Source: an optimization exercise on an open RTL-to-GDS flow (aim: small area, a short achievable clock period and few clock cycles per item). Production flows keep margins and buffers that such runs may drop. At most, simulation tests tie the RTL to the original design; equivalence was not proved. For runs 2 and 3, only the layout was checked, not whether the RTL still works.

[flow/design.v]
module sbox(
   input wire [4:0] in,
   output wire [4:0] out
);
reg [4:0] i_out;
always @* begin
   case (in)
      5'b00000: i_out = 5'b00000;
      5'b00001: i_out = 5'b00100;
      5'b00010: i_out = 5'b01110;
      5'b00011: i_out = 5'b01001;
      5'b00100: i_out = 5'b01101;
      5'b00101: i_out = 5'b01011;
      5'b00110: i_out = 5'b11110;
      5'b00111: i_out = 5'b11011;
      5'b01000: i_out = 5'b11100;
      5'b01001: i_out = 5'b10100;
      5'b01010: i_out = 5'b10011;
      5'b01011: i_out = 5'b11000;
      5'b01100: i_out = 5'b10111;
      5'b01101: i_out = 5'b11101;
      5'b01110: i_out = 5'b00101;
      5'b01111: i_out = 5'b01100;
      5'b10000: i_out = 5'b01111;
      5'b10001: i_out = 5'b10001;
      5'b10010: i_out = 5'b01000;
      5'b10011: i_out = 5'b10101;
      5'b10100: i_out = 5'b00011;
      5'b10101: i_out = 5'b11111;
      5'b10110: i_out = 5'b11001;
      5'b10111: i_out = 5'b00110;
      5'b11000: i_out = 5'b10000;
      5'b11001: i_out = 5'b00010;
      5'b11010: i_out = 5'b10110;
      5'b11011: i_out = 5'b00111;
      5'b11100: i_out = 5'b11010;
      5'b11101: i_out = 5'b01010;
      5'b11110: i_out = 5'b00001;
      5'b11111: i_out = 5'b10010;
      default: i_out = 5'b00000;
   endcase
end
assign out = i_out;
endmodule
module perm#(
   parameter integer PERM_SIZE = 40
) (
   input wire [PERM_SIZE-1:0] in,
   output wire [PERM_SIZE-1:0] out
);
generate
   if (PERM_SIZE == 30) begin
      assign out = {
         in[29-6]  ^ in[29-22],
         in[29-16] ^ in[29-8],
         in[29-0]  ^ in[29-18],
         in[29-15],
         in[29-1],
         in[29-7]  ^ in[29-27],
         in[29-20] ^ in[29-13],
         in[29-2]  ^ in[29-23],
         in[29-21],
         in[29-11],
         in[29-12] ^ in[29-17],
         in[29-26] ^ in[29-3],
         in[29-10] ^ in[29-28],
         in[29-25],
         in[29-5],
         in[29-2]  ^ in[29-27],
         in[29-21] ^ in[29-9],
         in[29-11] ^ in[29-24],
         in[29-16],
         in[29-0],
         in[29-7]  ^ in[29-17],
         in[29-15] ^ in[29-14],
         in[29-1]  ^ in[29-29],
         in[29-20],
         in[29-10],
         in[29-12] ^ in[29-25],
         in[29-22] ^ in[29-4],
         in[29-5]  ^ in[29-19],
         in[29-26],
         in[29-6]
      };
   end
   if (PERM_SIZE == 40) begin
      assign out = {
         in[39-22] ^ in[39-2],
         in[39-35] ^ in[39-8],
         in[39-16] ^ in[39-28],
         in[39-10],
         in[39-31],
         in[39-20] ^ in[39-7],
         in[39-27] ^ in[39-13],
         in[39-1]  ^ in[39-33],
         in[39-15],
         in[39-36],
         in[39-25] ^ in[39-12],
         in[39-32] ^ in[39-18],
         in[39-6]  ^ in[39-38],
         in[39-0],
         in[39-21],
         in[39-37] ^ in[39-17],
         in[39-26] ^ in[39-3],
         in[39-11] ^ in[39-23],
         in[39-5],
         in[39-30],
         in[39-27] ^ in[39-17],
         in[39-30] ^ in[39-9],
         in[39-0]  ^ in[39-24],
         in[39-11],
         in[39-35],
         in[39-32] ^ in[39-2],
         in[39-36] ^ in[39-14],
         in[39-5]  ^ in[39-29],
         in[39-16],
         in[39-20],
         in[39-37] ^ in[39-7],
         in[39-21] ^ in[39-19],
         in[39-10] ^ in[39-34],
         in[39-1],
         in[39-25],
         in[39-22] ^ in[39-12],
         in[39-31] ^ in[39-4],
         in[39-15] ^ in[39-39],
         in[39-6],
         in[39-26]
      };
   end
endgenerate
endmodule
module mix_groups#(
   parameter integer SIZE_STATE = 160
) (
   input wire [SIZE_STATE-1:0] in,
   output wire [SIZE_STATE-1:0] out
);
localparam integer GROUP_SIZE = SIZE_STATE/8;
assign out = {
   in[8*GROUP_SIZE-1:7*GROUP_SIZE],
   in[4*GROUP_SIZE-1:3*GROUP_SIZE],
   in[7*GROUP_SIZE-1:6*GROUP_SIZE],
   in[3*GROUP_SIZE-1:2*GROUP_SIZE],
   in[6*GROUP_SIZE-1:5*GROUP_SIZE],
   in[2*GROUP_SIZE-1:1*GROUP_SIZE],
   in[5*GROUP_SIZE-1:4*GROUP_SIZE],
   in[1*GROUP_SIZE-1:0*GROUP_SIZE]
};
endmodule
module round#(
   parameter integer SIZE_STATE = 160,
   parameter integer PERM_SIZE = 40
) (
   input wire [3:0] rnd_const,
   input wire [SIZE_STATE-1:0] in,
   output wire [SIZE_STATE-1:0] out
);
localparam integer N_GRPS_SBOX = SIZE_STATE/5;
localparam integer N_GRPS_PERM = SIZE_STATE/PERM_SIZE;
wire [SIZE_STATE-1:0] i_state [4:0];
assign i_state[0] = in;
wire [SIZE_STATE-1:0] rnd_const_ext = {N_GRPS_SBOX{1'b0, rnd_const}};
assign i_state[1] = i_state[0] ^ rnd_const_ext;
genvar I_SBOX;
generate
   for (I_SBOX=0; I_SBOX<N_GRPS_SBOX; I_SBOX=I_SBOX+1) begin: sbox
      sbox inst (
         .in (i_state[1][(I_SBOX+1)*5-1:I_SBOX*5]),
         .out(i_state[2][(I_SBOX+1)*5-1:I_SBOX*5])
      );
   end
endgenerate
genvar I_PERM;
generate
   for (I_PERM=0; I_PERM<N_GRPS_PERM; I_PERM=I_PERM+1) begin: perm
      perm #(
         .PERM_SIZE(PERM_SIZE)
      ) inst (
         .in (i_state[2][(I_PERM+1)*PERM_SIZE-1:I_PERM*PERM_SIZE]),
         .out(i_state[3][(I_PERM+1)*PERM_SIZE-1:I_PERM*PERM_SIZE])
      );
   end
endgenerate
mix_groups #(
   .SIZE_STATE(SIZE_STATE)
) inst (
   .in(i_state[3]),
   .out(i_state[4])
);
assign out = i_state[4];
endmodule
module key_ext#(
   parameter integer SIZE_STATE = 160,
   parameter integer SIZE_KEY = 128
) (
   input wire [SIZE_KEY-1:0] key,
   input wire [3:0] rnd_cnt,
   output wire [SIZE_STATE-1:0] key_ext
);
reg [SIZE_STATE-1:0] i_key_ext;
always @* begin
   if (rnd_cnt == 0) begin
      i_key_ext = {
         key[127:126], 3'd0,
         key[125:124], 3'd0,
         key[123:122], 3'd0,
         key[121:120], 3'd0,
         key[119:118], 3'd0,
         key[117:116], 3'd0,
         key[115:114], 3'd0,
         key[113:112], 3'd0,
         key[111:110], 3'd0,
         key[109:108], 3'd0,
         key[107:106], 3'd0,
         key[105:104], 3'd0,
         key[103:102], 3'd0,
         key[101:100], 3'd0,
         key[99:98], 3'd0,
         key[97:96], 3'd0,
         key[95:94], 3'd0,
         key[93:92], 3'd0,
         key[91:90], 3'd0,
         key[89:88], 3'd0,
         key[87:86], 3'd0,
         key[85:84], 3'd0,
         key[83:82], 3'd0,
         key[81:80], 3'd0,
         key[79:78], 3'd0,
         key[77:76], 3'd0,
         key[75:74], 3'd0,
         key[73:72], 3'd0,
         key[71:70], 3'd0,
         key[69:68], 3'd0,
         key[67:66], 3'd0,
         key[65:64], 3'd0
      };
   end else if (rnd_cnt == 1) begin
      i_key_ext = {
         key[63:62], 3'd0,
         key[61:60], 3'd0,
         key[59:58], 3'd0,
         key[57:56], 3'd0,
         key[55:54], 3'd0,
         key[53:52], 3'd0,
         key[51:50], 3'd0,
         key[49:48], 3'd0,
         key[47:46], 3'd0,
         key[45:44], 3'd0,
         key[43:42], 3'd0,
         key[41:40], 3'd0,
         key[39:38], 3'd0,
         key[37:36], 3'd0,
         key[35:34], 3'd0,
         key[33:32], 3'd0,
         key[31:30], 3'd0,
         key[29:28], 3'd0,
         key[27:26], 3'd0,
         key[25:24], 3'd0,
         key[23:22], 3'd0,
         key[21:20], 3'd0,
         key[19:18], 3'd0,
         key[17:16], 3'd0,
         key[15:14], 3'd0,
         key[13:12], 3'd0,
         key[11:10], 3'd0,
         key[9:8], 3'd0,
         key[7:6], 3'd0,
         key[5:4], 3'd0,
         key[3:2], 3'd0,
         key[1:0], 3'd0
      };
   end else begin
      i_key_ext = 0;
   end
end
assign key_ext = i_key_ext;
endmodule
module rounds_1#(
   parameter integer SIZE_STATE = 160,
   parameter integer SIZE_KEY = 128,
   parameter integer PERM_SIZE = 40
) (
   input wire clk,
   input wire load,
   input wire next,
   input wire [SIZE_KEY-1:0] key,  
   output wire busy,
   output wire [SIZE_STATE-1:0] state_out
);
reg [SIZE_STATE-1:0] state;
reg [3:0] rnd_const_lfsr;
wire final_round;
reg [3:0] rnd_cnt;
reg i_busy;
reg [3:0] rnd_const;
wire [SIZE_STATE-1:0] rnd_in_xor_value;
wire [SIZE_STATE-1:0] rnd_in;
wire [SIZE_STATE-1:0] rnd_out;
key_ext #(
   .SIZE_STATE(SIZE_STATE),
   .SIZE_KEY(SIZE_KEY)
) key_ext_inst (
   .key(key),
   .rnd_cnt(rnd_cnt),
   .key_ext(rnd_in_xor_value)
);
assign rnd_in = (load ? 0 : state) ^ rnd_in_xor_value;
always @(posedge clk) begin
   if (load || next || i_busy) begin
      rnd_const_lfsr <= {
         rnd_const_lfsr[2:0],
         rnd_const_lfsr[3]^rnd_const_lfsr[0]
      };
   end else begin
      rnd_const_lfsr <= 4'b1000;
   end
end
round #(
   .SIZE_STATE(SIZE_STATE),
   .PERM_SIZE(PERM_SIZE)
) rnd_inst (
   .rnd_const(rnd_const_lfsr),
   .in(rnd_in),
   .out(rnd_out)
);
always @(posedge clk) begin
   if (load || next) begin
      state <= rnd_out;
      rnd_cnt <= 1;
      i_busy <= 1;
   end else if (i_busy) begin
      state <= rnd_out;
      if (final_round) begin
         rnd_cnt <= 0;
         i_busy <= 0;
      end else begin
         rnd_cnt <= rnd_cnt + 1;
      end
   end else begin
      rnd_cnt <= 0;
   end
end
assign final_round = (rnd_cnt == 4'he);
assign busy = i_busy;
assign state_out = state;
endmodule
[flow/run.sh]
#!/bin/bash
# synth_recipe.tcl (not shown) runs the flow's synth.tcl, then flattens the netlist and writes it again
# the make line also repeats each setting of config.mk as NAME=value (left out here)
make -C /OpenROAD-flow-scripts/flow DESIGN_CONFIG=/design/flow/config.mk WORK_HOME=/design/flow/orfs CLKGATE_MAP_FILE= SYNTH_SCRIPT=/design/flow/synth_recipe.tcl finish
[flow/config.mk]
export PLATFORM = sky130hd
export DESIGN_NAME = rounds_1
export DESIGN_NICKNAME = rounds_1
export VERILOG_FILES = /design/flow/design.v
export SDC_FILE = /design/flow/constraint.sdc
export NUM_CORES = 4
export LEC_CHECK = 0
export CAP_MARGIN = 20
export CORE_MARGIN = 2
export CORE_UTILIZATION = 40
export SLEW_MARGIN = 20
[flow/constraint.sdc]
create_clock -name core_clock -period 6.0 [get_ports {clk}]
set_input_delay 1.2000 -clock core_clock [delete_from_list [all_inputs] [get_ports {clk}]]
set_output_delay 1.2000 -clock core_clock [all_outputs]
set_load 0.01 [all_outputs]
==> run_results.csv, run 1 <==
group,metric,value,unit
status,status,"timing/DRC/antenna clean",
grt,antenna_found_initial,1,
detailed_routing,drt.antenna.violating_nets,0,
worst_hold_path,hp-class,"register to register",
logic_synthesis,synth_ff_type,"edfxtp_1",
timing,whs,0.535,ns
logic_synthesis,synthTopCellsByArea,"edfxtp_1 (23%), xnor2_1 (13%), ha_1 (10%), nand2_1 (4.1%), mux2i_1 (4.1%)",
detailed_routing,drt_iter0_drc,1588,
grt,track_usage,26.3,%
logic_synthesis,yosys_register_bits,169,
die,core-area,51000,um2
clock_tree,clock_latency,0.47,ns
clock_tree,cts_tree,"yes",
worst_setup_path,crit_type,"register to register",
clock_tree,cts-hold-fix-buffers,0,
final_layout,multi_input_area,14600,um2
timing,fmax,0.246,GHz
job,maxCapViolCount,0,
die,die_width,231,um
timing,fin_crit_sh,67.7,%
timing,hold_viol_final,0,
grt,gr-total-overflow,0,
timing,post-route-min-period,4.06,ns
detailed_routing,finalWirelength,71.8,mm
worst_setup_path,cp_max_fo,33,
timing,maxSlewViolCount,0,
clock_tree,cts_buffers,17,
clock_tree,clock-root-buffer,"clkbuf_16",
die,rows,83,
clock_tree,post_cts_buffers,0,
place,gp_congestion,0.899,
die,start_util,40.3,%
die,dieArea,53100,um2
final_layout,drive_gt1_share,7.00,%
detailed_routing,via_per_inst,5.56,
die,die_h,231,um
logic_synthesis,synth_edf_count,160,
logic_synthesis,ys_types,70,
logic_synthesis,yosysWarnings,4,
clock_tree,cts_sinks,169,
worst_setup_path,required,6.17,ns
logic_synthesis,synthArstFlopShare,0,%
die,num_io_pins,292,
final_layout,area_growth_syn_to_layout,19.7,%
clock_tree,cts_buffer_depth,2,
worst_setup_path,cp.arrival,4.24,ns
detailed_routing,via_count,18334,
clock_tree,htreeDepth,4,
detailed_routing,routedWlPerCell,21.8,um
worst_setup_path,cp-start-kind,"register",
timing,tns,0,ns
timing,finalSetupViolations,0,
grt,grt_pass1_vias,16995,
logic_synthesis,synth_top_area_cell,"edfxtp_1",
detailed_routing,route.detailed.drc,0,
timing,grt_setup_unrepaired,"no",
grt,grt_pass1_wl,106,mm
grt,grt_max_degree,86,
logic_synthesis,syn_nets,2673,
clock_tree,post_cts_resized,0,
final_layout,fill_cells,4874,
final_layout,final_nets,2898,
worst_setup_path,critPathCaptureType,"register",
place,io_buffers,291,
timing,fin_skew,0.0126,ns
logic_synthesis,yosysMostFrequentCell,"xnor2_1",
final_layout,seq_area,4990,um2
timing,worst_slew_pin_slew,1.12,ns
logic_synthesis,synth_cells,2378,
final_layout,diodes,0,
logic_synthesis,synth_seq_area_share,24.3,%
clock_tree,path_clk_slew,0.07,ns
logic_synthesis,syn_area_per_cell,8.63,um2
logic_synthesis,ys_top_cells_by_count,"xnor2_1 (315), nand2_1 (225), ha_1 (164)",
logic_synthesis,synth.cell_area,20500,um2
place,hpwl,55.0,mm
logic_synthesis,synth_top_area_share,23.4,%
detailed_routing,first_pass_iters,5,
timing,relSlewSlack,24.6,%
[per-layer routing]
layer	up-vias	wire length [um]	share of wire [%]	GRT usage (%)
met5	-	0	0	0
met1	8840	34100	48	38.8
li1	8749	-	-	-
met2	673	31400	44	40.1
met4	0	1620	2.3	7.26
met3	72	4650	6.5	3.03
[cell usage in the layout (no fill, tap or decap), types with 10 or more instances in the layout]
master / count
a31oi_1: 39
a21oi_1: 142
nand2_1: 225
or3_1: 16
buf_4: 33
o21ai_0: 94
o31ai_1: 16
clkdlybuf4s50_1: 290
xnor2_2: 41
nand3b_1: 68
clkbuf_16: 17
nand2b_1: 116
mux2i_1: 84
nor2_1: 127
nor3_1: 51
nor2b_1: 62
nand3_1: 58
xor2_1: 77
a211oi_1: 36
a21oi_2: 30
edfxtp_1: 160
xnor2_1: 303
o22ai_1: 11
o311ai_0: 10
a211o_1: 10
ha_1: 162
o21ai_1: 22
mux2_2: 11
o211ai_1: 42
inv_1: 104
[worst paths after layout]
check / startpoint / slack [ns] / cells after the start / end
max: rnd_cnt[1] / 1.94 / 10 / state[82]
min: rnd_cnt[0] / 0.54 / 1 / rnd_cnt[0]
max reg2reg: rnd_cnt[1] / 1.94 / 10 / state[82]
min reg2reg: rnd_cnt[0] / 0.54 / 1 / rnd_cnt[0]
[registers in the layout, indices dropped and copies added, names as in the netlist]
name            cells
state             160
rnd_cnt             4
rnd_const_lfsr      4
i_busy              1
[kinds of logic after synthesis]
group                    Yosys count  synth area share, %
flip-flops                       169                 24.3
adder cells (fa/ha/maj)          164                 10.0
buffers and inverters            224                 5.19
XOR/XNOR                         430                 19.8
AO/OA/AOI/OAI                    538                 17.3
AND/OR/NAND/NOR                  757                 18.6
multiplexers                      96                 4.77
[layout make-up]
cell class / instances / area share [%]
Multi-Input combinational cell: 1985 / 59.4
Sequential cell: 169 / 20.3
Timing Repair Buffer: 324 / 12.9
Tap cell: 680 / 3.46
Clock buffer: 18 / 1.75
Inverter: 106 / 1.64
Clock inverter: 14 / 0.535
[through the flow]
step	utilization, %	setup slack [ns]	cells	instance area (um2)
2_1_floorplan	-	0.561	2378	20500
5_1_grt	48.2	1.66	3296	24600
3_3_place_gp	46.9	1.55	3264	23900
6_report	48.2	1.94	3296	24600
4_1_cts	48.0	1.98	3296	24500
3_5_place_dp	46.9	1.47	3264	23900
[worst max-delay path, stage by stage, from the launching register on]
cell and delay (ns):
dfxtp_1 0.34, inv_1 0.12, ha_2 0.75, buf_4 0.49, nand3b_1 0.20, a21oi_4 0.25
xor2_2 0.42, xnor2_1 0.18, a211oi_1 0.09, a21oi_1 0.75, xor2_1 0.16
Testbench counts, summed over its fixed seeds: cycles 61,440, items 4,096.
==> inputs of run 2 (changes only) <==
--- a/flow/design.v
+++ b/flow/design.v
@@ -2,45 +2,12 @@
    input wire [4:0] in,
    output wire [4:0] out
 );
-reg [4:0] i_out;
-always @* begin
-   case (in)
-      5'b00000: i_out = 5'b00000;
-      5'b00001: i_out = 5'b00100;
-      5'b00010: i_out = 5'b01110;
-      5'b00011: i_out = 5'b01001;
-      5'b00100: i_out = 5'b01101;
-      5'b00101: i_out = 5'b01011;
-      5'b00110: i_out = 5'b11110;
-      5'b00111: i_out = 5'b11011;
-      5'b01000: i_out = 5'b11100;
-      5'b01001: i_out = 5'b10100;
-      5'b01010: i_out = 5'b10011;
-      5'b01011: i_out = 5'b11000;
-      5'b01100: i_out = 5'b10111;
-      5'b01101: i_out = 5'b11101;
-      5'b01110: i_out = 5'b00101;
-      5'b01111: i_out = 5'b01100;
-      5'b10000: i_out = 5'b01111;
-      5'b10001: i_out = 5'b10001;
-      5'b10010: i_out = 5'b01000;
-      5'b10011: i_out = 5'b10101;
-      5'b10100: i_out = 5'b00011;
-      5'b10101: i_out = 5'b11111;
-      5'b10110: i_out = 5'b11001;
-      5'b10111: i_out = 5'b00110;
-      5'b11000: i_out = 5'b10000;
-      5'b11001: i_out = 5'b00010;
-      5'b11010: i_out = 5'b10110;
-      5'b11011: i_out = 5'b00111;
-      5'b11100: i_out = 5'b11010;
-      5'b11101: i_out = 5'b01010;
-      5'b11110: i_out = 5'b00001;
-      5'b11111: i_out = 5'b10010;
-      default: i_out = 5'b00000;
-   endcase
-end
-assign out = i_out;
+wire x0 = in[0], x1 = in[1], x2 = in[2], x3 = in[3], x4 = in[4];
+assign out[0] = (x1 & (x0^x2^x3^x4)) ^ (x4 & ~(x2^x3)) ^ x2;
+assign out[1] = (x0 & (x1^x2^x4)) ^ (x3 & (x2^x4)) ^ x1 ^ x4;
+assign out[2] = (x1&x2) ^ (x3 & (x0^x2)) ^ x0^x1^x2^x3^x4;
+assign out[3] = (x1 & (x2^x4)) ^ (x0 & (x3^x4)) ^ x1^x2^x3^x4;
+assign out[4] = (x1&x2) ^ x3 ^ (x0&x4);
 endmodule
 module perm#(
    parameter integer PERM_SIZE = 40
@@ -288,59 +255,42 @@
    output wire [SIZE_STATE-1:0] state_out
 );
 reg [SIZE_STATE-1:0] state;
-reg [3:0] rnd_const_lfsr;
-wire final_round;
-reg [3:0] rnd_cnt;
+reg [3:0] rc;       
 reg i_busy;
-reg [3:0] rnd_const;
-wire [SIZE_STATE-1:0] rnd_in_xor_value;
-wire [SIZE_STATE-1:0] rnd_in;
-wire [SIZE_STATE-1:0] rnd_out;
-key_ext #(
-   .SIZE_STATE(SIZE_STATE),
-   .SIZE_KEY(SIZE_KEY)
-) key_ext_inst (
-   .key(key),
-   .rnd_cnt(rnd_cnt),
-   .key_ext(rnd_in_xor_value)
-);
-assign rnd_in = (load ? 0 : state) ^ rnd_in_xor_value;
-always @(posedge clk) begin
-   if (load || next || i_busy) begin
-      rnd_const_lfsr <= {
-         rnd_const_lfsr[2:0],
-         rnd_const_lfsr[3]^rnd_const_lfsr[0]
-      };
-   end else begin
-      rnd_const_lfsr <= 4'b1000;
+reg rnd2;           
+wire start = load | next;
+wire last = (rc == 4'b0100) | (rc == 4'b0000);
+wire [63:0] kh = !i_busy ? key[127:64] : (rnd2 ? key[63:0] : 64'd0);
+wire [SIZE_STATE-1:0] kx;
+genvar I;
+generate
+   for (I = 0; I < 32; I = I + 1) begin: kext
+      assign kx[159-5*I -: 5] = {kh[63-2*I], kh[62-2*I], 3'b000};
    end
-end
+endgenerate
+wire [SIZE_STATE-1:0] rnd_in = (load ? {SIZE_STATE{1'b0}} : state) ^ kx;
+wire [SIZE_STATE-1:0] rnd_out;
 round #(
    .SIZE_STATE(SIZE_STATE),
    .PERM_SIZE(PERM_SIZE)
 ) rnd_inst (
-   .rnd_const(rnd_const_lfsr),
+   .rnd_const(rc),
    .in(rnd_in),
    .out(rnd_out)
 );
 always @(posedge clk) begin
-   if (load || next) begin
-      state <= rnd_out;
-      rnd_cnt <= 1;
-      i_busy <= 1;
-   end else if (i_busy) begin
-      state <= rnd_out;
-      if (final_round) begin
-         rnd_cnt <= 0;
-         i_busy <= 0;
-      end else begin
-         rnd_cnt <= rnd_cnt + 1;
-      end
+   if (start || i_busy) state <= rnd_out;
+   rnd2 <= start;
+   if (start) begin
+      i_busy <= 1'b1;
+      rc <= {rc[2:0], rc[3] ^ rc[0]};
+   end else if (i_busy && !last) begin
+      rc <= {rc[2:0], rc[3] ^ rc[0]};
    end else begin
-      rnd_cnt <= 0;
+      i_busy <= 1'b0;
+      rc <= 4'b1000;
    end
 end
-assign final_round = (rnd_cnt == 4'he);
 assign busy = i_busy;
 assign state_out = state;
 endmodule
==> run_results.csv, run 2 <==
group,metric,value,unit
detailed_routing,drt.antenna.violating_nets,0,
worst_setup_path,cpMaxStageDelayCell,"inv_2",
clock_tree,cts_buffer_depth,2,
worst_hold_path,min_to,"rc[1]",
place,io_buffers,291,
logic_synthesis,synth_ff_type,"edfxtp_1",
logic_synthesis,synth_top_area_share,25.5,%
final_layout,regMostFlops,"state",
grt,antenna_found_initial,0,
logic_synthesis,synthTopCellsByArea,"edfxtp_1 (25%), xnor2_1 (20%), xor2_1 (5.2%), nor2b_1 (4.9%), xnor2_2 (4.5%)",
clock_tree,clock_latency,0.48,ns
logic_synthesis,synth_edf_count,160,
logic_synthesis,synth_seq_area_share,26.1,%
grt,grt_pass1_wl,96.1,mm
final_layout,largest_reg_flops,160,
clock_tree,post_cts_buffers,0,
timing,fmax,0.239,GHz
logic_synthesis,synth.cell_area,18800,um2
logic_synthesis,ys_top_cells_by_count,"xnor2_1 (420), nor2_1 (167), a21oi_1 (163)",
clock_tree,cts_tree,"yes",
final_layout,final_nets,2575,
worst_setup_path,regToRegStartpoint,"rc[2]",
detailed_routing,finalWirelength,64.8,mm
clock_tree,path_clk_slew,0.08,ns
clock_tree,cts_buffers,17,
detailed_routing,routedWlPerCell,21.6,um
worst_setup_path,ff2ff_setup_slack,2.21,ns
worst_hold_path,hold_depth,1,
logic_synthesis,ys_types,82,
detailed_routing,via_count,16525,
final_layout,layout_common_cells,"xnor2_1 (420), clkdlybuf4s50_1 (290), nor2_1 (167)",
worst_hold_path,min_from,"rc[0]",
final_layout,area_growth_syn_to_layout,21.2,%
grt,gr-total-overflow,0,
job,maxCapViolCount,0,
worst_setup_path,reg2reg_to,"state[68]",
worst_setup_path,max_stage_delay,0.64,ns
worst_hold_path,hp-class,"register to register",
logic_synthesis,synth_cells,2123,
logic_synthesis,yosysWarnings,2,
worst_setup_path,cp-start-kind,"primary input",
die,num_io_pins,292,
grt,track_usage,25.8,%
place,hpwl,49.5,mm
timing,finalSetupViolations,0,
timing,fin_crit_sh,69.8,%
clock_tree,cts-hold-fix-buffers,0,
status,status,"timing/DRC/antenna clean",
worst_setup_path,reg2regPathDepth,10,
logic_synthesis,syn_area_per_cell,8.88,um2
detailed_routing,route.detailed.drc,0,
die,start_util,40.5,%
worst_setup_path,path_cells,"buf_4 -> inv_2 -> buf_4 -> nand2_1 -> xnor2_1 -> ha_1 -> a22o_1 -> a222oi_1 -> xor2_1 -> xnor2_1",
place,gp_congestion,0.925,
clock_tree,cts_sinks,166,
worst_setup_path,critPathCaptureType,"register",
detailed_routing,via_per_inst,5.51,
timing,grt_setup_unrepaired,"no",
worst_setup_path,cp_max_fo,42,
worst_setup_path,cp.arrival,4.41,ns
detailed_routing,first_pass_iters,6,
final_layout,drive_gt1_share,7.90,%
logic_synthesis,yosysMostFrequentCell,"xnor2_1",
grt,grt_pass1_vias,15527,
die,dieArea,48900,um2
final_layout,final_common_cell,"xnor2_1",
clock_tree,post_cts_resized,0,
timing,relSlewSlack,32.7,%
worst_setup_path,path_buf_inv,3,
worst_setup_path,required,6.22,ns
logic_synthesis,yosys_register_bits,166,
final_layout,reg_top3,"state x160, rc x4",
logic_synthesis,syn_nets,2318,
die,rows,79,
timing,maxSlewViolCount,0,
logic_synthesis,synthArstFlopShare,0,%
grt,grt_max_degree,73,
detailed_routing,drt_iter0_drc,1645,
logic_synthesis,synth_top_area_cell,"edfxtp_1",
clock_tree,clock-root-buffer,"clkbuf_16",
die,die_width,221,um
timing,worst_slew_pin_slew,1.01,ns
timing,hold_viol_final,0,
timing,tns,0,ns
clock_tree,htreeDepth,4,
die,die_h,221,um
timing,fin_skew,0.0204,ns
die,core-area,46600,um2
worst_setup_path,cp_top_family,"buffers and inverters",
worst_setup_path,crit_type,"primary input to register",
timing,post-route-min-period,4.19,ns
[run 2: stage by stage]
stage / instances / hold WS [ns] / utilization [%] / setup slack (ns) / area [um2]
floorplan: 2123 / 0.884 / - / 0.363 / 18800
global placement: 2968 / 0.708 / 47.7 / 1.42 / 22200
detailed placement: 2968 / 0.715 / 47.7 / 1.35 / 22200
CTS: 3000 / 0.727 / 49.1 / 1.86 / 22800
global route: 3000 / 0.756 / 49.1 / 1.56 / 22800
finish: 3001 / 0.712 / 49.1 / 1.81 / 22800
[run 2: logic make-up (layout without fill, tap and decap cells)]
family | count (synthesis) | in the layout | share of synthesized area [%]
adders and majority gates | 64 | 64 | 4.25
DFF | 166 | 166 | 26.1
other | 0 | 1 | 0
AOI/OAI and AO/OA | 479 | 479 | 16.2
buffers and inverters | 143 | 413 | 3.90
and+or+nand+nor | 647 | 647 | 17.0
muxes | 16 | 16 | 0.863
xor gates and xnor gates | 608 | 608 | 31.7
[run 2: layout make-up]
type                            instances  area [um2]
Antenna cell                            1        2.50
Clock buffer                           17         425
Clock inverter                         15         184
Fill cell                            4385       23700
Inverter                               72         275
Multi-Input combinational cell       1814       13200
Sequential cell                       166        4930
Tap cell                              607         759
Timing Repair Buffer                  309        3070
[run 2: how the worst max path moves through the flow]
stage / to / slack, ns / from / depth (start not counted)
floorplan: state[0] / 0.36 / load / 7
global placement: state[9] / 1.42 / load / 12
detailed placement: state[9] / 1.35 / load / 12
CTS: state[9] / 1.86 / load / 12
global route: state[127] / 1.56 / load / 10
finish: state[127] / 1.81 / load / 10
[run 2: routing by layer]
| layer | part of all wire, % | GRT usage, % | vias to the layer above |
|---|---|---|---|
| met5 | 0 | 0 | - |
| met4 | 3.4 | 9.83 | 0 |
| met3 | 5.9 | 3.23 | 87 |
| met2 | 47 | 42.7 | 603 |
| met1 | 44 | 34.4 | 7992 |
| li1 | - | - | 7843 |
==> inputs of run 3 (changes only) <==
--- a/flow/config.mk
+++ b/flow/config.mk
@@ -8,4 +8,5 @@
 export CAP_MARGIN = 20
 export CORE_MARGIN = 2
 export CORE_UTILIZATION = 40
+export SETUP_SLACK_MARGIN = 3.6
 export SLEW_MARGIN = 20
==> run_results.csv, run 3 <==
group,metric,value,unit
final_layout,layout_common_cells,"buf_4 (462), xnor2_2 (175), buf_6 (169)",
clock_tree,path_clk_slew,0.07,ns
die,core-area,46600,um2
grt,grt_max_degree,29,
grt,track_usage,34.2,%
detailed_routing,finalWirelength,94.8,mm
timing,post-route-min-period,3.13,ns
worst_setup_path,cp-start-kind,"primary input",
timing,fin_crit_sh,52.2,%
clock_tree,clock_latency,0.48,ns
logic_synthesis,synth_ff_type,"edfxtp_1",
final_layout,final_common_cell,"buf_4",
clock_tree,cts_buffer_depth,2,
detailed_routing,via_per_inst,5.75,
grt,grt_pass1_vias,19739,
detailed_routing,drt.antenna.violating_nets,0,
logic_synthesis,synth_cells,2123,
worst_hold_path,hp-class,"register to register",
final_layout,drive_gt1_share,59.7,%
timing,maxSlewViolCount,0,
timing,whs,0.653,ns
clock_tree,htreeDepth,4,
final_layout,post-route-util,81.6,%
place,hpwl,51.1,mm
grt,antenna_found_initial,1,
clock_tree,cts-hold-fix-buffers,0,
timing,fmax,0.319,GHz
logic_synthesis,syn_area_per_cell,8.88,um2
die,die_width,221,um
final_layout,final_nets,3284,
timing,worst_slew_pin_slew,0.840,ns
worst_setup_path,max_stage_delay,0.32,ns
worst_setup_path,path_buf_inv,4,
timing,hold_viol_final,0,
final_layout,design_area,38000,um2
final_layout,diodes,0,
worst_hold_path,min_from,"rc[2]",
detailed_routing,drt_iter0_drc,2069,
die,rows,79,
worst_setup_path,critical_path.most_common_cell,"xnor2_1",
logic_synthesis,synth_top_area_cell,"edfxtp_1",
timing,relSlewSlack,44.0,%
status,status,"timing/DRC/antenna clean",
die,dieArea,48900,um2
clock_tree,cts_buffers,17,
place,postPlaceCellArea,25200,um2
grt,gr-total-overflow,0,
job,maxCapViolCount,0,
detailed_routing,routedWlPerCell,25.6,um
final_layout,largest_reg_flops,160,
logic_synthesis,synthTopCellsByArea,"edfxtp_1 (25%), xnor2_1 (20%), xor2_1 (5.2%), nor2b_1 (4.9%), xnor2_2 (4.5%)",
clock_tree,cts_tree,"yes",
worst_setup_path,crit_type,"primary input to register",
logic_synthesis,synth_seq_area_share,26.1,%
grt,grt_pass1_wl,125,mm
worst_setup_path,regToRegStartpoint,"rc[2]",
die,start_util,40.5,%
clock_tree,clock-root-buffer,"clkbuf_16",
worst_setup_path,cp_max_fo,10,
worst_setup_path,cp.arrival,3.36,ns
place,placedCellCount,2971,
worst_setup_path,cp-startpoint,"load",
place,io_buffers,291,
worst_setup_path,cpMaxStageDelayCell,"o221ai_1",
final_layout,area_growth_syn_to_layout,101,%
logic_synthesis,synth_top_area_share,25.5,%
die,num_io_pins,292,
logic_synthesis,synth_edf_count,160,
logic_synthesis,ys_top_cells_by_count,"xnor2_1 (420), nor2_1 (167), a21oi_1 (163)",
logic_synthesis,ys_types,82,
final_layout,final_cells,3708,
timing,fin_skew,0.0172,ns
final_layout,reg_top3,"state x160, rc x4",
worst_setup_path,path_cells,"clkbuf_16 -> buf_12 -> buf_16 -> nand2b_4 -> xnor2_4 -> buf_4 -> nor2_2 -> nand2_1 -> o221ai_1 -> a21oi_1 -> xnor2_1 -> xnor2_1",
timing,tns,0,ns
detailed_routing,via_count,21315,
die,die_h,221,um
place,gp_congestion,0.897,
logic_synthesis,yosysMostFrequentCell,"xnor2_1",
worst_setup_path,critPathCaptureType,"register",
logic_synthesis,syn_nets,2318,
logic_synthesis,synth.cell_area,18800,um2
logic_synthesis,synthArstFlopShare,0,%
detailed_routing,route.detailed.drc,0,
clock_tree,cts_sinks,166,
worst_setup_path,required,6.22,ns
logic_synthesis,yosysWarnings,2,
worst_setup_path,ff2ff_setup_slack,2.95,ns
timing,grt_setup_unrepaired,"yes",
timing,finalSetupViolations,0,
logic_synthesis,yosys_register_bits,166,
final_layout,regMostFlops,"state",
detailed_routing,first_pass_iters,9,
worst_setup_path,cp_top_family,"buffers and inverters",
-- run 3: final cells by class --
class                      count  area, um2
inverter                      72        314
multi-input combinational   1817      21300
clock inverter                10        131
fill                        2566       8590
tap                          607        759
timing repair buffer        1009       9910
timing repair inverter         6        138
sequential                   166       4940
clock buffer                  21        440
-- run 3: path summary, 6_finish.rpt --
kind              cells past startpoint    endpoint
hold / removal                        1       rc[3]
setup reg to reg                     12  state[148]
hold reg to reg                       1       rc[3]
setup / recovery                     12  state[157]
-- run 3: metrics by stage --
stage,setup slack (ns)
after global routing,2.78
after detailed placement,1.42
final,2.87
after global placement,1.45
after CTS,2.91
after floorplan,1.16
-- run 3: repair_timing --
action	CTS	global route
pin swaps	340	353
endpoints found under the setup margin	481	355
resized for setup	1138	513
setup buffers	494	172
cloned	31	9
-- run 3: layer usage --
layer  wire, um  GRT usage [%]  vias up
met5          0              0        -
met4       5990           15.6        0
met3       8010           5.07      298
met2      44400           56.0     1244
met1      36500           44.7    10472
li1           -              -     9301
-- run 3: cells by family after synthesis --
kind of cell | Yosys count | share of synthesized area [%]
multiplexers | 16 | 0.863
AO/OA/AOI/OAI | 479 | 16.2
adder cells (fa/ha/maj) | 64 | 4.25
buffers and inverters | 143 | 3.90
AND/OR/NAND/NOR | 647 | 17.0
flip-flops | 166 | 26.1
XOR/XNOR | 608 | 31.7
==> inputs of run 4 (changes only) <==
--- a/flow/design.v
+++ b/flow/design.v
@@ -3,10 +3,10 @@
    output wire [4:0] out
 );
 wire x0 = in[0], x1 = in[1], x2 = in[2], x3 = in[3], x4 = in[4];
-assign out[0] = (x1 & (x0^x2^x3^x4)) ^ (x4 & ~(x2^x3)) ^ x2;
-assign out[1] = (x0 & (x1^x2^x4)) ^ (x3 & (x2^x4)) ^ x1 ^ x4;
-assign out[2] = (x1&x2) ^ (x3 & (x0^x2)) ^ x0^x1^x2^x3^x4;
-assign out[3] = (x1 & (x2^x4)) ^ (x0 & (x3^x4)) ^ x1^x2^x3^x4;
+assign out[0] = (x0&x1) ^ x2 ^ (x1&x2) ^ (x1&x3) ^ x4 ^ (x1&x4) ^ (x2&x4) ^ (x3&x4);
+assign out[1] = x1 ^ (x0&x1) ^ (x0&x2) ^ (x2&x3) ^ x4 ^ (x0&x4) ^ (x3&x4);
+assign out[2] = x0 ^ x1 ^ x2 ^ (x1&x2) ^ x3 ^ (x0&x3) ^ (x2&x3) ^ x4;
+assign out[3] = x1 ^ x2 ^ (x1&x2) ^ x3 ^ (x0&x3) ^ x4 ^ (x0&x4) ^ (x1&x4);
 assign out[4] = (x1&x2) ^ x3 ^ (x0&x4);
 endmodule
 module perm#(
--- a/flow/config.mk
+++ b/flow/config.mk
@@ -8,5 +8,4 @@
 export CAP_MARGIN = 20
 export CORE_MARGIN = 2
 export CORE_UTILIZATION = 40
-export SETUP_SLACK_MARGIN = 3.6
 export SLEW_MARGIN = 20
==> run_results.csv, run 4 <==
group,metric,value,unit
status,status,"timing/DRC/antenna clean",
timing,worst_slew_pin_slew,1.09,ns
timing,fmax,0.246,GHz
clock_tree,path_clk_slew,0.07,ns
final_layout,multi_input_area,11600,um2
final_layout,area_growth_syn_to_layout,21.6,%
timing,hold_viol_final,0,
clock_tree,cts-hold-fix-buffers,0,
timing,tns,0,ns
place,placedCellCount,2607,
detailed_routing,drt.antenna.violating_nets,0,
logic_synthesis,ys_top_cells_by_count,"xnor2_1 (323), edfxtp_1 (160), nor2_1 (141)",
final_layout,final_cells,2641,
final_layout,final_common_cell,"xnor2_1",
logic_synthesis,synthTopCellsByArea,"edfxtp_1 (28%), xnor2_1 (16%), xor2_1 (6.6%), mux2i_1 (3.8%), xnor2_2 (3.5%)",
die,die_width,211,um
clock_tree,cts_buffers,17,
grt,gr-total-overflow,0,
grt,grt_pass1_vias,13458,
die,num_io_pins,292,
logic_synthesis,synth_seq_area_share,28.7,%
worst_setup_path,cp-start-kind,"primary input",
worst_hold_path,hold_depth,2,
place,io_buffers,291,
worst_setup_path,cp_max_fo,86,
place,place_ws,1.53,ns
timing,fin_crit_sh,67.8,%
timing,relSlewSlack,26.8,%
clock_tree,htreeDepth,4,
final_layout,final_nets,2220,
detailed_routing,first_pass_iters,5,
timing,post-route-min-period,4.07,ns
logic_synthesis,synthArstFlopShare,0,%
die,die_h,211,um
worst_setup_path,required,6.19,ns
logic_synthesis,synth_top_area_cell,"edfxtp_1",
worst_setup_path,regToRegStartpoint,"i_busy",
logic_synthesis,synth_top_area_share,28.0,%
place,hpwl,44.1,mm
logic_synthesis,yosysWarnings,2,
worst_setup_path,cp.arrival,4.26,ns
final_layout,regMostFlops,"state",
final_layout,drive_gt1_share,8.23,%
place,gp_congestion,0.914,
detailed_routing,finalWirelength,58.2,mm
logic_synthesis,synth.cell_area,17200,um2
timing,grt_setup_unrepaired,"no",
die,dieArea,44600,um2
logic_synthesis,synth_edf_count,160,
timing,fin_skew,0.0136,ns
clock_tree,cts_tree,"yes",
logic_synthesis,ys_types,76,
detailed_routing,via_per_inst,5.66,
clock_tree,clock-root-buffer,"clkbuf_16",
grt,grt_pass1_wl,84.9,mm
worst_setup_path,ff2ff_setup_slack,2.26,ns
grt,track_usage,25.6,%
worst_hold_path,hp-class,"register to register",
logic_synthesis,yosys_register_bits,166,
clock_tree,post_cts_buffers,0,
final_layout,largest_reg_flops,160,
detailed_routing,drt_iter0_drc,1388,
final_layout,diodes,0,
timing,finalSetupViolations,0,
die,start_util,40.7,%
grt,grt_max_degree,88,
final_layout,seq_area,4930,um2
clock_tree,post_cts_resized,0,
logic_synthesis,syn_nets,1986,
logic_synthesis,syn_area_per_cell,9.25,um2
detailed_routing,routedWlPerCell,22.0,um
grt,antenna_found_initial,2,
detailed_routing,via_count,14949,
logic_synthesis,synth_cells,1855,
clock_tree,cts_buffer_depth,2,
worst_setup_path,critPathCaptureType,"register",
final_layout,reg_top3,"state x160, rc x4",
clock_tree,cts_sinks,166,
job,maxCapViolCount,0,
worst_setup_path,reg2regPathDepth,8,
die,core-area,42100,um2
die,rows,75,
timing,maxSlewViolCount,0,
final_layout,fill_cells,3927,
detailed_routing,route.detailed.drc,0,
logic_synthesis,synth_ff_type,"edfxtp_1",
clock_tree,clock_latency,0.46,ns
worst_hold_path,min_from,"i_busy",
worst_setup_path,reg2reg_to,"state[18]",
logic_synthesis,yosysMostFrequentCell,"xnor2_1",
worst_setup_path,crit_type,"primary input to register",
final_layout,layout_common_cells,"xnor2_1 (323), clkdlybuf4s50_1 (290), edfxtp_1 (160)",
worst_hold_path,min_to,"rc[2]",
timing,finalWorstSetupSlack,1.93,ns
run 4: kinds of logic after synthesis:
group	after synthesis	synth area share [%]
flops	166	28.7
xor+xnor	502	27.9
mux	83	5.11
compound gates	398	16.9
simple gates	593	17.5
buf+inv	113	3.85
run 4: layer usage:
layer | global-route usage, % | vias to the layer above | routed length, um
li1 | - | 7065 | -
met1 | 37.5 | 7254 | 27000
met2 | 38.5 | 562 | 25700
met3 | 4.49 | 68 | 4230
met4 | 7.19 | 0 | 1320
met5 | 0 | - | 0
run 4: critical path: stages:
cell and delay, ns:
buf_4 0.70, buf_12 0.32, nor2b_1 0.09, xnor2_1 0.14
xnor2_1 0.81, nor2_1 0.19, or3_1 0.40, a31oi_1 0.24
xor2_1 0.09
run 4: final cells by class:
| cell class | instances | area share [%] |
|---|---|---|
| Clock buffer | 17 | 2.04 |
| Tap cell | 539 | 3.23 |
| Multi-Input combinational cell | 1576 | 55.4 |
| Timing Repair Buffer | 310 | 14.7 |
| Sequential cell | 166 | 23.6 |
| Inverter | 18 | 0.354 |
| Clock inverter | 15 | 0.618 |
run 4: worst max-delay path by stage:
stage	start	endpoint	slack, ns	cells past startpoint
after floorplan	load	state[0]	0.63	5
final	load	state[18]	1.93	9
after detailed placement	load	state[18]	1.53	9
after global routing	load	state[3]	1.70	9
after CTS	load	state[47]	2.02	9
after global placement	load	state[59]	1.62	9
run 4: stage by stage:
| stage | util, % | hold slack [ns] | area [um2] |
|---|---|---|---|
| 2_1_floorplan | - | 0.667 | 17200 |
| 3_3_place_gp | 48.2 | 0.747 | 20300 |
| 3_5_place_dp | 48.2 | 0.783 | 20300 |
| 4_1_cts | 49.5 | 0.790 | 20900 |
| 5_1_grt | 49.5 | 0.856 | 20900 |
| 6_report | 49.5 | 0.790 | 20900 |
Testbench counts of run 4, summed over its fixed seeds: cycles 61,440, items 4,096.
==> inputs of run 5 (changes only) <==
--- a/flow/config.mk
+++ b/flow/config.mk
@@ -8,4 +8,5 @@
 export CAP_MARGIN = 20
 export CORE_MARGIN = 2
 export CORE_UTILIZATION = 40
+export SETUP_SLACK_MARGIN = 3.3
 export SLEW_MARGIN = 20
==> run_results.csv, run 5 <==
group,metric,value,unit
logic_synthesis,synth_edf_count,160,
worst_hold_path,hold_depth,3,
final_layout,final_cells,3048,
worst_setup_path,path_cells,"clkdlybuf4s50_1 -> a22oi_2 -> xor2_2 -> nor2_1 -> o32ai_1 -> a311o_1 -> xor2_1",
timing,fmax,0.349,GHz
detailed_routing,route.detailed.drc,0,
grt,grt_pass1_vias,16291,
logic_synthesis,synth_seq_area_share,28.7,%
worst_setup_path,required,6.21,ns
logic_synthesis,ys_top_cells_by_count,"xnor2_1 (323), edfxtp_1 (160), nor2_1 (141)",
die,rows,75,
grt,grt_pass1_wl,104,mm
place,gp_congestion,0.883,
worst_setup_path,cpMaxStageDelayCell,"clkdlybuf4s50_1",
timing,hold_viol_final,0,
place,io_buffers,291,
worst_setup_path,reg2regPathDepth,9,
die,die_width,211,um
worst_setup_path,critPathCaptureType,"register",
clock_tree,cts_tree,"yes",
logic_synthesis,syn_nets,1986,
grt,track_usage,31.9,%
detailed_routing,drt_iter0_drc,1643,
clock_tree,cts_buffer_depth,2,
detailed_routing,finalWirelength,75.0,mm
die,dieArea,44600,um2
place,hpwl,45.6,mm
final_layout,layout_common_cells,"buf_4 (328), clkdlybuf4s50_1 (194), edfxtp_1 (160)",
worst_hold_path,min_from,"i_busy",
logic_synthesis,synth-simple-area-share,17.5,%
final_layout,diodes,0,
timing,worst_slew_pin_slew,0.599,ns
final_layout,area_growth_syn_to_layout,74.8,%
logic_synthesis,synth_xor_area_share,27.9,%
logic_synthesis,ys_types,76,
final_layout,regMostFlops,"state",
clock_tree,htreeDepth,4,
clock_tree,cts_buffers,17,
logic_synthesis,yosysMostFrequentCell,"xnor2_1",
logic_synthesis,syn_area_per_cell,9.25,um2
clock_tree,clock_latency,0.47,ns
timing,fin_skew,0.0125,ns
worst_setup_path,crit_type,"primary input to register",
worst_setup_path,regToRegStartpoint,"i_busy",
logic_synthesis,synth_top_area_share,28.0,%
final_layout,final_common_cell,"buf_4",
die,core-area,42100,um2
logic_synthesis,yosysWarnings,2,
final_layout,fill_cells,2908,
clock_tree,cts_sinks,166,
timing,maxSlewViolCount,0,
die,num_io_pins,292,
worst_setup_path,cp_top_family,"compound AO/OA/AOI/OAI gates",
detailed_routing,drt.antenna.violating_nets,0,
status,status,"timing/DRC/antenna clean",
logic_synthesis,synth_compound_area_share,16.9,%
logic_synthesis,synth_ff_type,"edfxtp_1",
timing,finalSetupViolations,0,
timing,tns,0,ns
final_layout,largest_reg_flops,160,
detailed_routing,routedWlPerCell,24.6,um
grt,antenna_found_initial,1,
grt,grt_max_degree,50,
timing,post-route-min-period,2.86,ns
detailed_routing,via_per_inst,5.78,
logic_synthesis,synth_top_area_cell,"edfxtp_1",
die,start_util,40.7,%
final_layout,drive_gt1_share,45.7,%
worst_setup_path,cp_max_fo,4,
job,maxCapViolCount,0,
place,placedCellCount,2613,
detailed_routing,via_count,17616,
worst_setup_path,path_buf_inv,1,
logic_synthesis,synth_adder_area_share,0,%
clock_tree,path_clk_slew,0.07,ns
detailed_routing,first_pass_iters,5,
timing,relSlewSlack,59.8,%
worst_setup_path,cp-start-kind,"primary input",
clock_tree,clock-root-buffer,"clkbuf_16",
worst_setup_path,cp.arrival,3.07,ns
worst_hold_path,hp-class,"register to register",
logic_synthesis,synthTopCellsByArea,"edfxtp_1 (28%), xnor2_1 (16%), xor2_1 (6.6%), mux2i_1 (3.8%), xnor2_2 (3.5%)",
logic_synthesis,synth.cell_area,17200,um2
final_layout,final_nets,2627,
worst_setup_path,reg2reg_to,"state[57]",
clock_tree,cts-hold-fix-buffers,0,
logic_synthesis,yosys_register_bits,166,
logic_synthesis,synthArstFlopShare,0,%
logic_synthesis,synth_cells,1855,
logic_synthesis,synthMuxAreaShare,5.11,%
timing,fin_crit_sh,47.7,%
final_layout,reg_top3,"state x160, rc x4",
worst_setup_path,max_stage_delay,0.44,ns
worst_setup_path,ff2ff_setup_slack,3.34,ns
grt,gr-total-overflow,0,
logic_synthesis,synth_top_family_by_area,"XOR/XNOR gates",
worst_hold_path,min_to,"rc[2]",
die,die_h,211,um
timing,grt_setup_unrepaired,"yes",
==> run 5: area by class of cell <==
class / count / area [um2] / area share (%)
Clock buffer: 19 / 433 / 1.44
Clock inverter: 13 / 179 / 0.597
Inverter: 18 / 97.6 / 0.326
Multi-Input combinational cell: 1584 / 16800 / 56.2
Sequential cell: 166 / 4940 / 16.5
Tap cell: 539 / 674 / 2.25
Timing Repair Buffer: 707 / 6790 / 22.6
Timing Repair inverter: 2 / 16.3 / 0.0543
==> run 5: through the flow <==
stage	utilization (%)	instance area [um2]	worst slack (ns)	hold slack, ns
3_3_place_gp	53.4	22500	1.55	0.688
3_5_place_dp	53.4	22500	1.53	0.678
4_1_cts	65.3	27500	3.17	0.736
2_1_floorplan	-	19500	1.40	0.644
5_1_grt	71.2	30000	3.15	0.768
6_report	71.2	30000	3.14	0.745
==> run 5: how the worst max path moves through the flow <==
| stage | from | slack [ns] | cells past startpoint | endpoint |
|---|---|---|---|---|
| after global placement | load | 1.55 | 9 | state[153] |
| after floorplan | load | 1.40 | 5 | state[0] |
| after CTS | load | 3.17 | 7 | state[122] |
| after global routing | load | 3.15 | 10 | state[47] |
| after detailed placement | load | 1.53 | 9 | state[119] |
| final | key[91] | 3.14 | 7 | state[122] |
==> run 5: cells by family (layout without fill, tap and decap cells) <==
kind of cell	Yosys count	count (layout)
DFF	166	166
buffers and inverters	113	759
xor gates and xnor gates	502	507
AOI/OAI and AO/OA	398	398
muxes	83	83
and+or+nand+nor	593	596
==> run 5: what timing repair did <==
item,in CTS,in global routing
gates resized for setup,369,264
pin swaps,164,175
setup endpoints to repair,373,123
cloned,19,2
setup buffers,264,118
==> run 5: worst reg2reg max path, stage by stage (launching register included) <==
cell and delay [ns]:
dfxtp_4 0.40, buf_12 0.15, clkinv_4 0.30, a22oi_4 0.49, xor2_4 0.23, buf_4 0.14, mux2i_2 0.07, a221oi_2 0.32
o21ai_2 0.17, xnor2_1 0.16
==> run 5: routing by layer <==
layer  GRT usage [%]  share of wire, %  vias up
met2            50.8                47      841
met4            11.5               4.0        2
met1            43.3                41     8729
met3            5.84               8.0      155
li1                -                 -     7889
met5               0             0.019        -
==> inputs of run 6 (changes only) <==
--- a/flow/config.mk
+++ b/flow/config.mk
@@ -8,5 +8,5 @@
 export CAP_MARGIN = 20
 export CORE_MARGIN = 2
 export CORE_UTILIZATION = 40
-export SETUP_SLACK_MARGIN = 3.3
+export SETUP_SLACK_MARGIN = 3.7
 export SLEW_MARGIN = 20
==> run_results.csv, run 6 <==
group,metric,value,unit
status,status,"timing/DRC/antenna clean",
worst_hold_path,hp-class,"register to register",
logic_synthesis,ys_top_cells_by_count,"xnor2_1 (323), edfxtp_1 (160), nor2_1 (141)",
final_layout,area_growth_syn_to_layout,104,%
logic_synthesis,synth_compound_area_share,16.9,%
die,core-area,42100,um2
worst_setup_path,path_buf_inv,2,
logic_synthesis,ys_types,76,
worst_setup_path,max_stage_delay,0.39,ns
logic_synthesis,synth_seq_area_share,28.7,%
clock_tree,cts_tree,"yes",
worst_hold_path,min_from,"rc[3]",
timing,maxSlewViolCount,0,
detailed_routing,via_per_inst,6.01,
die,num_io_pins,292,
logic_synthesis,syn_area_per_cell,9.25,um2
job,maxCapViolCount,0,
logic_synthesis,synth_top_family_by_area,"XOR/XNOR gates",
detailed_routing,via_count,20209,
final_layout,final_nets,2939,
final_layout,reg_top3,"state x160, rc x4",
die,dieArea,44600,um2
final_layout,layout_common_cells,"buf_4 (449), buf_6 (196), edfxtp_1 (160)",
clock_tree,cts_buffer_depth,2,
clock_tree,clock-root-buffer,"clkbuf_16",
worst_setup_path,cp_top_family,"XOR/XNOR gates",
grt,gr-total-overflow,0,
detailed_routing,first_pass_iters,6,
logic_synthesis,synthArstFlopShare,0,%
logic_synthesis,synthTopCellsByArea,"edfxtp_1 (28%), xnor2_1 (16%), xor2_1 (6.6%), mux2i_1 (3.8%), xnor2_2 (3.5%)",
logic_synthesis,yosysWarnings,2,
clock_tree,clock_latency,0.48,ns
die,die_h,211,um
logic_synthesis,yosysMostFrequentCell,"xnor2_1",
logic_synthesis,yosys_register_bits,166,
logic_synthesis,synth.cell_area,17200,um2
final_layout,regMostFlops,"state",
clock_tree,htreeDepth,4,
die,start_util,40.7,%
timing,grt_setup_unrepaired,"yes",
timing,finalSetupViolations,0,
grt,grt_max_degree,31,
grt,track_usage,35.2,%
worst_setup_path,critical_path.most_common_cell,"xnor2_4",
timing,post-route-min-period,2.95,ns
timing,finalWorstSetupSlack,3.05,ns
timing,fin_skew,0.0192,ns
detailed_routing,route.detailed.drc,0,
clock_tree,path_clk_slew,0.08,ns
final_layout,diodes,0,
worst_setup_path,required,6.28,ns
die,die_width,211,um
detailed_routing,drt.antenna.violating_nets,0,
clock_tree,cts-hold-fix-buffers,0,
worst_setup_path,cpMaxStageDelayCell,"a311o_2",
final_layout,drive_gt1_share,65.2,%
worst_setup_path,path_cells,"clkbuf_16 -> buf_16 -> nor2b_4 -> xnor2_4 -> xnor2_4 -> mux2i_1 -> o22ai_1 -> a311o_2 -> xnor2_1",
final_layout,final_common_cell,"buf_4",
logic_synthesis,synth_cells,1855,
logic_synthesis,synth_top_area_share,28.0,%
detailed_routing,drt_iter0_drc,2301,
timing,relSlewSlack,49.5,%
clock_tree,cts_buffers,17,
worst_setup_path,regToRegStartpoint,"i_busy",
place,hpwl,46.2,mm
logic_synthesis,synth_edf_count,160,
logic_synthesis,synth_top_area_cell,"edfxtp_1",
place,place_ws,1.62,ns
worst_setup_path,critPathCaptureType,"register",
worst_setup_path,cp-startpoint,"load",
grt,grt_pass1_vias,18433,
logic_synthesis,synth-simple-area-share,17.5,%
worst_setup_path,crit_type,"primary input to register",
timing,fin_crit_sh,49.1,%
detailed_routing,finalWirelength,91.5,mm
final_layout,largest_reg_flops,160,
worst_setup_path,cp-start-kind,"primary input",
logic_synthesis,synthMuxAreaShare,5.11,%
grt,antenna_found_initial,1,
logic_synthesis,syn_nets,1986,
logic_synthesis,synth_ff_type,"edfxtp_1",
timing,hold_viol_final,0,
grt,grt_pass1_wl,115,mm
timing,worst_slew_pin_slew,0.752,ns
timing,fmax,0.339,GHz
worst_setup_path,cp_max_fo,10,
die,rows,75,
clock_tree,cts_sinks,166,
place,gp_congestion,0.892,
worst_setup_path,cp.arrival,3.23,ns
timing,tns,0,ns
place,io_buffers,291,
detailed_routing,routedWlPerCell,27.2,um
logic_synthesis,synth_xor_area_share,27.9,%
logic_synthesis,synth_adder_area_share,0,%
[run 6: kinds of logic after synthesis]
family / after synthesis
flip-flops: 166
multiplexers: 83
AND/OR/NAND/NOR: 593
buffers and inverters: 113
AO/OA/AOI/OAI: 398
XOR/XNOR: 502
[run 6: final timing paths]
path,to,slack [ns],depth (start not counted)
min reg2reg,rc[0],0.73,3
max,state[33],3.05,9
max reg2reg,state[33],3.22,11
min,rc[0],0.73,3
[run 6: layout make-up]
cell class / count / area, um2
Clock buffer: 17 / 425
Clock inverter: 15 / 130
Fill cell: 2109 / 7100
Inverter: 18 / 83.8
Multi-Input combinational cell: 1592 / 19300
Sequential cell: 166 / 4940
Tap cell: 539 / 674
Timing Repair Buffer: 1008 / 9450
Timing Repair inverter: 5 / 38.8
[run 6: metrics by stage]
| stage | util, % | hold WS, ns | std cells | cell area (um2) |
|---|---|---|---|---|
| 2_1_floorplan | - | 0.644 | 1855 | 20100 |
| 3_3_place_gp | 54.6 | 0.700 | 2610 | 23000 |
| 3_5_place_dp | 54.6 | 0.716 | 2610 | 23000 |
| 4_1_cts | 75.0 | 0.692 | 3190 | 31600 |
| 5_1_grt | 83.1 | 0.749 | 3360 | 35000 |
| 6_report | 83.1 | 0.735 | 3360 | 35000 |
[run 6: routing by layer]
metal | routed length [um] | track usage [%] | vias to the layer above
met3 | 9440 | 10.7 | 345
met4 | 5600 | 15.6 | 2
met2 | 42200 | 55.1 | 1350
met1 | 34200 | 44.9 | 9976
met5 | 15 | 0 | -
li1 | - | - | 8536
[run 6: repair_timing]
item                                   in CTS  in global routing
buffers inserted                          510                155
setup endpoints to repair                 482                378
gates resized for setup                  1429                374
endpoints found under the hold margin       0                  0
gates cloned                               38                 15
pin swaps                                 365                262
[run 6: worst register-to-register path: stages, from the launching register on]
cell      delay, ns
dfxtp_4        0.44
buf_4          0.18
and2_4         0.26
buf_4          0.23
a22oi_2        0.08
buf_4          0.18
xnor2_4        0.24
buf_4          0.19
nor2_1         0.07
a211oi_1       0.30
a31oi_1        0.12
xnor2_1        0.29
==> inputs of run 7 (changes only) <==
--- a/flow/config.mk
+++ b/flow/config.mk
@@ -8,5 +8,5 @@
 export CAP_MARGIN = 20
 export CORE_MARGIN = 2
 export CORE_UTILIZATION = 40
-export SETUP_SLACK_MARGIN = 3.7
+export SETUP_SLACK_MARGIN = 3.0
 export SLEW_MARGIN = 20
==> run_results.csv, run 7 <==
group,metric,value,unit
die,core-area,42100,um2
worst_setup_path,required,6.20,ns
logic_synthesis,syn_area_per_cell,9.25,um2
worst_hold_path,hp-class,"register to register",
die,num_io_pins,292,
timing,tns,0,ns
clock_tree,clock_latency,0.46,ns
logic_synthesis,syn_nets,1986,
status,status,"timing/DRC/antenna clean",
timing,grt_setup_unrepaired,"yes",
place,hpwl,44.6,mm
logic_synthesis,yosys_register_bits,166,
timing,relSlewSlack,41.7,%
detailed_routing,drt_iter0_drc,1520,
grt,grt_max_degree,104,
worst_setup_path,cp.arrival,3.21,ns
detailed_routing,via_per_inst,5.73,
timing,finalWorstSetupSlack,2.99,ns
grt,grt_pass1_vias,14023,
die,dieArea,44600,um2
timing,fin_crit_sh,50.1,%
die,die_h,211,um
worst_setup_path,path_buf_inv,2,
worst_setup_path,critical_path.most_common_cell,"xnor2_1",
grt,track_usage,27.5,%
worst_setup_path,cpMaxStageDelayCell,"a2111oi_2",
clock_tree,htreeDepth,4,
detailed_routing,dr_wl_met2,28.7,mm
worst_setup_path,cp-start-kind,"primary input",
final_layout,final_nets,2328,
logic_synthesis,yosysWarnings,2,
final_layout,largest_reg_flops,160,
grt,gr-total-overflow,0,
detailed_routing,route.detailed.drc,0,
final_layout,seq_area,4940,um2
logic_synthesis,synth_top_area_share,28.0,%
place,place_ws,1.73,ns
logic_synthesis,synth_top_area_cell,"edfxtp_1",
worst_setup_path,regToRegStartpoint,"rnd2",
final_layout,final_common_cell,"clkdlybuf4s50_1",
die,start_util,40.7,%
clock_tree,path_clk_slew,0.07,ns
timing,post-route-min-period,3.01,ns
timing,worst_slew_pin_slew,0.868,ns
clock_tree,cts-hold-fix-buffers,0,
place,io_buffers,291,
die,die_width,211,um
clock_tree,clock-root-buffer,"clkbuf_16",
logic_synthesis,ys_top_cells_by_count,"xnor2_1 (323), edfxtp_1 (160), nor2_1 (141)",
grt,grt_pass1_wl,90.7,mm
timing,fin_skew,0.0145,ns
die,rows,75,
final_layout,area_growth_syn_to_layout,36.1,%
timing,whs,0.746,ns
logic_synthesis,synth_edf_count,160,
logic_synthesis,ys_types,76,
logic_synthesis,synth_seq_area_share,28.7,%
timing,fmax,0.332,GHz
detailed_routing,wl_met3,5.06,mm
logic_synthesis,yosysMostFrequentCell,"xnor2_1",
timing,maxSlewViolCount,0,
detailed_routing,drt.antenna.violating_nets,0,
logic_synthesis,synthTopCellsByArea,"edfxtp_1 (28%), xnor2_1 (16%), xor2_1 (6.6%), mux2i_1 (3.8%), xnor2_2 (3.5%)",
logic_synthesis,synthArstFlopShare,0,%
worst_setup_path,max_stage_delay,0.52,ns
detailed_routing,finalWirelength,64.3,mm
worst_setup_path,crit_type,"primary input to register",
logic_synthesis,synth.cell_area,17200,um2
detailed_routing,first_pass_iters,5,
clock_tree,cts_buffers,17,
detailed_routing,routedWlPerCell,23.4,um
final_layout,fill_cells,3740,
logic_synthesis,synth_ff_type,"edfxtp_1",
final_layout,multi_input_area,12900,um2
job,maxCapViolCount,0,
detailed_routing,wl_met1,29.3,mm
clock_tree,cts_buffer_depth,2,
logic_synthesis,synth_cells,1855,
place,gp_congestion,0.902,
timing,finalSetupViolations,0,
worst_setup_path,cp_top_family,"XOR/XNOR gates",
worst_setup_path,cp_max_fo,21,
clock_tree,cts_sinks,166,
final_layout,drive_gt1_share,20.4,%
worst_setup_path,path_cells,"buf_16 -> buf_6 -> nor2b_1 -> xnor2_2 -> xnor2_1 -> nand3_1 -> o21ai_0 -> a2111oi_2 -> xnor2_1",
detailed_routing,top_layer_used,"met5",
detailed_routing,via_count,15755,
clock_tree,cts_tree,"yes",
final_layout,layout_common_cells,"clkdlybuf4s50_1 (290), xnor2_1 (236), edfxtp_1 (160)",
final_layout,reg_top3,"state x160, rc x4",
grt,antenna_found_initial,2,
final_layout,regMostFlops,"state",
worst_setup_path,critPathCaptureType,"register",
worst_hold_path,min_from,"rc[0]",
worst_setup_path,cp-startpoint,"load",
timing,hold_viol_final,0,
-- run 7: through the flow --
stage          utilization (%)  cell area, um2  cells
2_1_floorplan                -           17400   1855
3_5_place_dp              48.7           20500   2614
4_1_cts                   53.1           22400   2706
3_3_place_gp              48.7           20500   2614
6_report                  55.4           23300   2750
5_1_grt                   55.4           23300   2749
-- run 7: repair_timing --
action / 4_1_cts / 5_1_grt
gates resized for setup: 106 / 86
endpoints found under the setup margin: 261 / 122
cloned: 5 / 5
pin swaps: 27 / 22
setup buffers: 55 / 38
-- run 7: routing by layer --
layer	up-vias	global-route usage, %
li1	7278	-
met1	7715	41.8
met2	695	41.6
met3	65	3.24
met4	2	5.95
met5	-	0
-- run 7: final timing paths --
path,endpoint,slack [ns],depth (start not counted)
max,state[127],2.99,9
min,rc[1],0.75,1
max reg2reg,state[57],3.06,7
min reg2reg,rc[1],0.75,1
-- run 7: area by class of cell --
class | count | share of cell area (%)
clock buffers | 18 | 1.88
diodes | 1 | 0.0107
flip-flops and latches | 166 | 21.2
inverters | 18 | 0.327
repair inverters | 1 | 0.0214
multi-input cells | 1580 | 55.4
repair buffers | 413 | 17.4
clock inverters | 14 | 0.831
well taps | 539 | 2.89
-- run 7: logic make-up (layout without fill, tap and decap cells) --
kind of cell / Yosys count / in the layout / synth area share [%]
AOI/OAI and AO/OA: 398 / 398 / 16.9
xor gates and xnor gates: 502 / 503 / 27.9
buffers and inverters: 113 / 464 / 3.85
DFF: 166 / 166 / 28.7
muxes: 83 / 83 / 5.11
other: 0 / 1 / 0
and+or+nand+nor: 593 / 596 / 17.5
-- run 7: worst register-to-register path, stage by stage (launching register included) --
cell and delay (ns):
dfxtp_1 0.56, and2_2 0.70, a22oi_2 0.22, xnor2_2 0.40, nor2_1 0.14, a221oi_1 0.32, o21ai_1 0.18, xnor2_1 0.17

-- port drivers added, routing unchanged --
How much do the figures lean on ideal ports? The routed layouts below were timed once more, with nothing changed but the port constraints. Step 1: set_driving_cell puts a clkbuf_16 on clk and a buf_2 on each other input, an assumption about the parent block. Step 2 times the ports against the registers' clock, not the clock port: input delays grow and output delays shrink by t, the midpoint of the rising clock arrivals with the driver on. Slacks: no drivers / after step 1 / after step 2; pairs: no drivers / after step 1.
run | t (ns) | slack for setup (ns) | hold slack, ns
run 1 | 0.513 | 1.935 / 1.935 / 1.502 | 0.535 / 0.535 / 0.535
run 2 | 0.528 | 1.809 / 1.846 / 1.319 | 0.712 / 0.712 / 0.712
run 3 | 0.535 | 2.866 / 2.517 / 1.982 | 0.653 / 0.653 / 0.653
run 4 | 0.511 | 1.931 / 1.961 / 1.450 | 0.790 / 0.790 / 0.790
run 5 | 0.514 | 3.136 / 2.914 / 2.400 | 0.745 / 0.745 / 0.745
run 6 | 0.523 | 3.051 / 2.666 / 2.143 | 0.735 / 0.735 / 0.735
run 7 | 0.512 | 2.992 / 2.799 / 2.286 | 0.746 / 0.746 / 0.746
After both steps every run listed still meets setup and hold. For run 6, which loses most, drivers alone change the setup slack by -0.385 ns; drivers and shift together by -0.908 ns.
